Background: an optimization exercise with open tools, aiming at small area. Do not read the settings as production practice. The RTL was checked by simulation tests, not by an equivalence proof against the original design. Power is estimated from default activity; no workload was simulated.

`flow/run.sh`:
```
#!/bin/bash
# synth_recipe.tcl (not shown) runs the flow's synth.tcl, then flattens the netlist and writes it again
# the make line also repeats each setting of config.mk as NAME=value (left out here)
make -C /OpenROAD-flow-scripts/flow DESIGN_CONFIG=/design/flow/config.mk WORK_HOME=/design/flow/orfs CLKGATE_MAP_FILE= SYNTH_SCRIPT=/design/flow/synth_recipe.tcl finish
```
`flow/config.mk`:
```
export PLATFORM = sky130hd
export DESIGN_NAME = SonarOnChip
export DESIGN_NICKNAME = SonarOnChip
export VERILOG_FILES = /design/flow/design.v
export SDC_FILE = /design/flow/constraint.sdc
export NUM_CORES = 4
export LEC_CHECK = 0
export CAP_MARGIN = 20
export CORE_MARGIN = 2
export CORE_UTILIZATION = 45
export PLACE_DENSITY = 0.6
export SLEW_MARGIN = 20
```
`flow/constraint.sdc`:
```
create_clock -name core_clock -period 15.0 [get_ports {wb_clk_i}]
set_input_delay 3.0000 -clock core_clock [delete_from_list [all_inputs] [get_ports {wb_clk_i}]]
set_output_delay 3.0000 -clock core_clock [all_outputs]
set_load 0.01 [all_outputs]
```
`flow/design.v`:
```
module SonarOnChip (
    input  wire        wb_clk_i,
    input  wire        wb_rst_i,
    input  wire        wb_valid_i,
    input  wire [3:0]  wbs_adr_i,
    input  wire [15:0] wbs_dat_i,
    input  wire        wbs_strb_i,
    output             wbs_ack_o,
    output      [15:0] wbs_dat_o,
    input  wire        ce_pdm,
    input  wire        ce_pcm,
    input  wire        pdm_data_i,
    input  wire        mclear,
    output wire        cmp
);
  wire clk = wb_clk_i;
  wire rst = wb_rst_i;
  wire en  = ce_pcm;
  reg        ack;
  reg [15:0] rdata;
  reg [7:0]  control, amp;
  reg [15:0] a0, a1, a2, b1, b2, fb0, fb1, threshold, pcm_load;
  reg [15:0] timer, pcm;
  reg        q;
  assign wbs_ack_o = ack;
  assign wbs_dat_o = rdata;
  assign cmp = q;
  reg [15:0] rd;
  always @(*) begin
    case (wbs_adr_i)
      4'd0:  rd = {8'd0, control};
      4'd1:  rd = a0;
      4'd2:  rd = a1;
      4'd3:  rd = a2;
      4'd4:  rd = b1;
      4'd5:  rd = b2;
      4'd6:  rd = {8'd0, amp};
      4'd7:  rd = threshold;
      4'd8:  rd = timer;
      4'd9:  rd = pcm;
      4'd10: rd = pcm_load;
      4'd11: rd = fb0;
      4'd12: rd = fb1;
      default: rd = 16'd0;
    endcase
  end
  wire wr = wb_valid_i & wbs_strb_i;
  always @(posedge clk) begin
    if (rst) begin
      ack <= 1'b0;
      rdata <= 16'd0;
      control <= 8'h04;
      a0 <= 16'd0; a1 <= 16'd0; a2 <= 16'd0; b1 <= 16'd0; b2 <= 16'd0;
      amp <= 8'd0;
      threshold <= 16'h0400;
      pcm_load <= 16'd0;
      fb0 <= 16'h0FFF;
      fb1 <= 16'h7FFF;
    end else begin
      ack <= wb_valid_i;
      if (wb_valid_i) rdata <= rd;
      if (wr) begin
        case (wbs_adr_i)
          4'd0:  control <= wbs_dat_i[7:0];
          4'd1:  a0 <= wbs_dat_i;
          4'd2:  a1 <= wbs_dat_i;
          4'd3:  a2 <= wbs_dat_i;
          4'd4:  b1 <= wbs_dat_i;
          4'd5:  b2 <= wbs_dat_i;
          4'd6:  amp <= wbs_dat_i[7:0];
          4'd7:  threshold <= wbs_dat_i;
          4'd10: pcm_load <= wbs_dat_i;
          4'd11: fb0 <= wbs_dat_i;
          4'd12: fb1 <= wbs_dat_i;
          default: ;
        endcase
      end
    end
  end
  reg [63:0] h;
  reg [6:0]  cnt;
  reg signed [6:0]  sa, sc;
  reg signed [11:0] sb;
  wire v32 = cnt[6] | cnt[5];
  wire v64 = cnt[6];
  wire signed [6:0] xn  = pdm_data_i ? 7'sd1 : -7'sd1;
  wire signed [6:0] x32 = v32 ? (h[31] ? 7'sd1 : -7'sd1) : 7'sd0;
  wire signed [6:0] x64 = v64 ? (h[63] ? 7'sd1 : -7'sd1) : 7'sd0;
  always @(posedge clk) begin
    if (ce_pdm) h <= {h[62:0], pdm_data_i};
  end
  always @(posedge clk) begin
    if (rst) begin
      cnt <= 7'd0;
      sa <= 7'sd0;
      sc <= 7'sd0;
      sb <= 12'sd0;
    end else if (ce_pdm) begin
      if (!v64) cnt <= cnt + 7'd1;
      sa <= sa + xn - x32;
      sc <= sc + x32 - x64;
      sb <= sb + {{5{sa[6]}}, sa} - {{5{sc[6]}}, sc};
    end
  end
  reg [3:0]  ph;
  reg [15:0] acc;         
  reg [15:0] yfir;        
  reg [15:0] yiir;        
  reg [15:0] yprev;       
  reg [11:0] xf1, xf2, xf3;
  reg [15:0] xi1, xi2;
  reg [14:0] xm1, xm2, xm3;
  reg [13:0] ymaf;        
  wire [15:0] gin  = control[2] ? pcm : yiir;
  wire [15:0] gout = gin << amp;
  wire [14:0] xmaf = gout[15] ? ~gout[14:0] : gout[14:0];
  reg [15:0] mc, md;
  reg        neg;
  always @(*) begin
    mc = 16'd0;
    md = 16'd0;
    neg = 1'b0;
    case (ph)
      4'd0: begin mc = fb0; md = {{4{sb[11]}}, sb}; end
      4'd1: begin mc = fb1; md = {{4{xf1[11]}}, xf1}; end
      4'd2: begin mc = fb1; md = {{4{xf2[11]}}, xf2}; end
      4'd3: begin mc = fb0; md = {{4{xf3[11]}}, xf3}; end
      4'd5: begin mc = a0;  md = pcm; end
      4'd6: begin mc = a1;  md = xi1; end
      4'd7: begin mc = a2;  md = xi2; end
      4'd8: begin mc = b1;  md = -yiir; end
      4'd9: begin mc = b2;  md = -yprev; end
      default: ;
    endcase
  end
  wire signed [15:0] mcs = mc;
  wire signed [15:0] mds = md;
  wire signed [31:0] prod = mcs * mds;
  reg [15:0] addend;
  always @(*) begin
    case (ph)
      4'd11: addend = {1'b0, xmaf};
      4'd12: addend = {1'b0, xm1};
      4'd13: addend = {1'b0, xm2};
      4'd14: addend = {1'b0, xm3};
      default: addend = prod[30:15];
    endcase
  end
  always @(posedge clk) begin
    if (rst) begin
      ph <= 4'd0;
      acc <= 16'd0;
      yfir <= 16'd0;
      yiir <= 16'd0;
      yprev <= 16'd0;
      ymaf <= 14'd0;
      xf1 <= 12'd0; xf2 <= 12'd0; xf3 <= 12'd0;
      xi1 <= 16'd0; xi2 <= 16'd0;
      xm1 <= 15'd0; xm2 <= 15'd0; xm3 <= 15'd0;
      pcm <= 16'd0;
    end else if (en) begin
      ph <= 4'd0;
      acc <= 16'd0;
      xf1 <= sb; xf2 <= xf1; xf3 <= xf2;
      xi1 <= pcm; xi2 <= xi1;
      xm1 <= xmaf; xm2 <= xm1; xm3 <= xm2;
      pcm <= control[3] ? pcm_load : yfir;
    end else begin
      if (ph != 4'd15) ph <= ph + 4'd1;
      case (ph)
        4'd4:  begin yfir <= acc; acc <= 16'd0; end
        4'd10: begin yiir <= acc; yprev <= yiir; acc <= 16'd0; end
        4'd15: ymaf <= acc[15:2];
        default: acc <= acc + addend;
      endcase
    end
  end
  wire over = {2'b00, ymaf} > threshold;
  always @(posedge clk) begin
    if (rst) q <= 1'b0;
    else if (over) q <= 1'b1;
    else if (mclear) q <= 1'b0;
  end
  always @(posedge clk) begin
    if (rst | mclear) timer <= 16'd0;
    else if (en & ~q) timer <= timer + 16'd1;
  end
endmodule
```
==> results.txt <==
- Clk buf depth: 3
- Hold Path Cell Cnt: 0
- Cts bufs inserted: 56
- Via count: ~28000
- Synth Area in XOR/XNOR: 2.867%
- Post-synthesis simple-gate area fraction: approximately 17%
- Aggregate global routing overflow: 0
- Clock Skews: 0.04542 ns
- R2r startpoint: ph[0]
- Status: no timing/DRC/antenna violations
- Worst-skew pair later-pin latency: around 0.65 ns
- FF-to-FF path depth: 37
- Hold Slack: 0.4175 ns
- Syn Nets: 4330
- Mux contribution to synthesized area: 5.830%
- Largest register by flop count: h
- Pleak: ~16 nW
- Crit-path slowest cell: nor3b_2
- Synthesized-area fraction occupied by adder cells: 21.88%
- Rel. slew slack: 17.64%
- Max-slew violation count: 0
- Largest net degree at the start of global routing: 89
- Critical path class: reg -> reg
- Post-synth EDFFs: 64
- Vias in the first global route: around 27000
- Die ar.: 76880 um2
- Initial antenna violation count: 0
- Maximum vdd drop: about 300 uV
- Register area: 10690 um2
- Hold_sp: h[14]
- Max Freq: 90.15 MHz
- Residual DRC: 0
- Hold Vio Cnt, Final: 0
- Initial DRC count: 3182
- Cells after Synth: 3881
- Max-cap violation count: 0
- Clk sinks: about 500
- Root Buffer: clkbuf_16
- Antenna Violating Nets Remaining: 0
- Setup crit end kind: flop
- Warnings from Yosys: 1
- Worst-path maximum fanout: 16
- WP data required: 15.58 ns
- Initial Utilization: between 40% and 50%
- FF+latch count, synth: 502
- Reg clk slew, reported paths: ~0.06 ns
- Mean Syn Cell Area: 8.659 um2
- Power Density: 208.5 nW/um2
- Layout area overhead: 9.870%
- Die height: 277.3 um
- Drt via density: 5.739
- RSZ-0062 raised after global routing: no
- RD Place Congestion: 0.9627
- Max reg flops: 64
- CP startpoint kind: flop
- Main synth FF type: dfxtp_1
- Filler instances: 6971
- Post-CTS Hold Fix Bufs: 0
- Routed WL per cell: around 22 um
- Reg2reg end: acc[12]
- Minimum clock period after layout: around 11 ns
- Layout Cells excl Fill: 4813
- HPWL after DPL: between 70000 and 80000 um
- Multi-input combinational cell area: 20560 um2
- Area of the core: about 74000 um2
- Sequential area share after synthesis: 31.81%
- Slowest stage delay, CP: 0.83 ns
- Period Utilization, post-route: between 70% and 80%
- Worst min-delay path class: reg -> reg
- First-pass GRT wire length: 165600 um
- Unique masters post-synth: 78
- Hold EP: h[15]
- Fin nets: 4246
- Htree depth: 2
- # diodes: 0
- Drt first pass iters: 10
- Worst slew pin tran: around 1.2 ns
- R2r setup slk: 3.91 ns
- CTS tree: built
- Rows: 100
- Arr. time, crit path: 11.67 ns
- Setup bufs post-CTS: 0
- Die outline width: 277.3 um
- Largest family of logic cells by synthesized area: adder cells
- Layout cells sized above 1: 5.437%
- Dpl cells: around 4700
- Cts repair resizes: 0
- Ys async rst share: 0%
- Final Instance Area: 36920 um2
- # setup viols final: 0
- Fin util: 49.76%
- PortBufs: 45
- I/O pin cnt: 46
- Total track usage: 27.92%
- Setup TNS: 0 ns
- Cell Area, Synth: around 34000 um2
- Placed cell area: 34860 um2
- Synth Area in Compound Gates: a little over an eighth
- WL final: 107400 um
per-layer routing:
metal	GRT usage (%)	wire, um	vias up
met5	0	0	-
met3	4.430	9210	252
met4	11.64	4964	0
met2	42.92	47110	1195
li1	-	-	12740
met1	39.13	46090	13440
cell type report:
class / instances / area share, %
clock buffer: 79 / 4.446
clock inverter: 26 / 1.145
inverter: 408 / 4.148
multi-input combinational: 2729 / 55.68
sequential: 502 / 28.95
tap: 969 / 3.284
timing repair buffer: 100 / 2.348
metrics by stage:
stage               power (mW)  setup WS, ns
detailed placement       6.154         4.159
global route             8.449         3.343
CTS                      7.716         4.124
global placement         6.101         4.339
floorplan                4.978         5.470
finish                   7.698         3.908
synthesized netlist by cell type (all sizes together), types with 4 or more instances:
| cell type | instances | area share [%] |
|---|---|---|
| a211oi | 34 | 0.77 |
| a21boi | 5 | 0.11 |
| a21o | 28 | 0.63 |
| a21oi | 309 | 4.6 |
| a221o | 4 | 0.12 |
| a221oi | 37 | 0.96 |
| a222oi | 55 | 1.6 |
| a22o | 33 | 0.86 |
| a22oi | 69 | 1.5 |
| a31oi | 25 | 0.48 |
| and2 | 20 | 0.37 |
| and3 | 24 | 0.45 |
| buf | 21 | 0.33 |
| clkbuf | 221 | 2.5 |
| clkinv | 4 | 0.045 |
| dfxtp | 438 | 26 |
| edfxtp | 64 | 5.7 |
| fa | 278 | 17 |
| ha | 143 | 5.3 |
| inv | 404 | 4.5 |
| mux2 | 8 | 0.27 |
| mux2i | 171 | 5.1 |
| mux4 | 7 | 0.47 |
| nand2 | 647 | 7.2 |
| nand2b | 26 | 0.48 |
| nand3 | 51 | 0.76 |
| nand3b | 7 | 0.16 |
| nand4 | 15 | 0.28 |
| nor2 | 419 | 4.7 |
| nor2b | 21 | 0.39 |
| nor3 | 38 | 0.58 |
| nor3b | 6 | 0.13 |
| nor4 | 14 | 0.36 |
| nor4bb | 4 | 0.12 |
| o211ai | 5 | 0.11 |
| o21a | 7 | 0.16 |
| o21ai | 43 | 0.64 |
| or2 | 7 | 0.13 |
| or3 | 12 | 0.22 |
| xnor2 | 66 | 1.7 |
| xor2 | 44 | 1.1 |
where the power goes:
part	switching (mW)	internal [mW]
Combinational	2.67	1.98
Sequential	0.0854	1.43
Clock	0.609	0.923
cell families (layout without fill, tap and decap cells):
| family | count (synthesis) | count (layout) |
|---|---|---|
| mux | 186 | 186 |
| buf+inv | 650 | 613 |
| other cells | 2 | 2 |
| compound gates | 687 | 687 |
| flops | 502 | 502 |
| simple gates | 1323 | 1323 |
| xor+xnor | 110 | 110 |
| fa+ha+maj | 421 | 421 |
worst max-delay path: cells and delay by family, from the launching register on:
family / cells / cell delay (ns)
buffers and inverters: 6 / 0.55
DFF: 1 / 0.34
adders and majority gates: 9 / 3.95
AOI/OAI and AO/OA: 13 / 2.71
xor gates and xnor gates: 1 / 0.25
and+or+nand+nor: 8 / 3.20
worst max-delay path by stage:
stage / from / endpoint / slack, ns / depth (start not counted)
floorplan: ph[0] / acc[15] / 5.47 / 42
global placement: ph[0] / acc[15] / 4.34 / 38
detailed placement: ph[0] / acc[15] / 4.16 / 38
CTS: ph[0] / acc[15] / 4.12 / 38
global route: ph[0] / acc[12] / 3.34 / 37
finish: ph[0] / acc[12] / 3.91 / 37
cells in the final DEF, fill, tap and decap left out, types with 9 or more instances in the layout:
cell,count
clkdlybuf4s50_1,42
xnor2_1,66
nor3_1,31
a21o_1,28
clkbuf_1,9
and3_1,24
clkbuf_8,11
a221oi_1,35
clkbuf_16,58
a21oi_1,307
nand2b_1,26
nor2b_1,21
nand2_1,647
nand3_1,51
ha_1,143
fa_1,278
dfxtp_1,438
bufinv_16,9
inv_1,404
or3_1,12
mux2i_1,171
nor4_1,9
a211oi_1,32
a222oi_1,55
nor2_1,414
edfxtp_1,64
o21ai_0,38
nand4_1,15
and2_1,14
a22o_1,33
a22oi_1,69
xor2_1,44
buf_4,56
a31oi_1,24

-- what the ideal ports hide --
How much do the figures lean on ideal ports? The routed layout below was timed once more, with nothing changed but the port constraints. Step 1, drivers: a clkbuf_16 drives wb_clk_i and a buf_2 each remaining input, both assumed. Step 2, shift: input delay + t, output delay - t, t = (earliest + latest rising clock arrival at the registers) / 2. This alone moves slack from input paths to output paths. Three values: ideal ports, drivers, drivers and shift; two values: the first two.
t, ns: 0.695
setup WS [ns]: 3.908 / 3.908 / 3.908
worst setup path after step 2: register to register
slew at the worst register clock pin (ns): 0.07 / 0.07
After both steps this run still meets setup and hold. For this run, drivers alone change the setup slack by 0.000 ns; drivers and shift together by 0.000 ns.
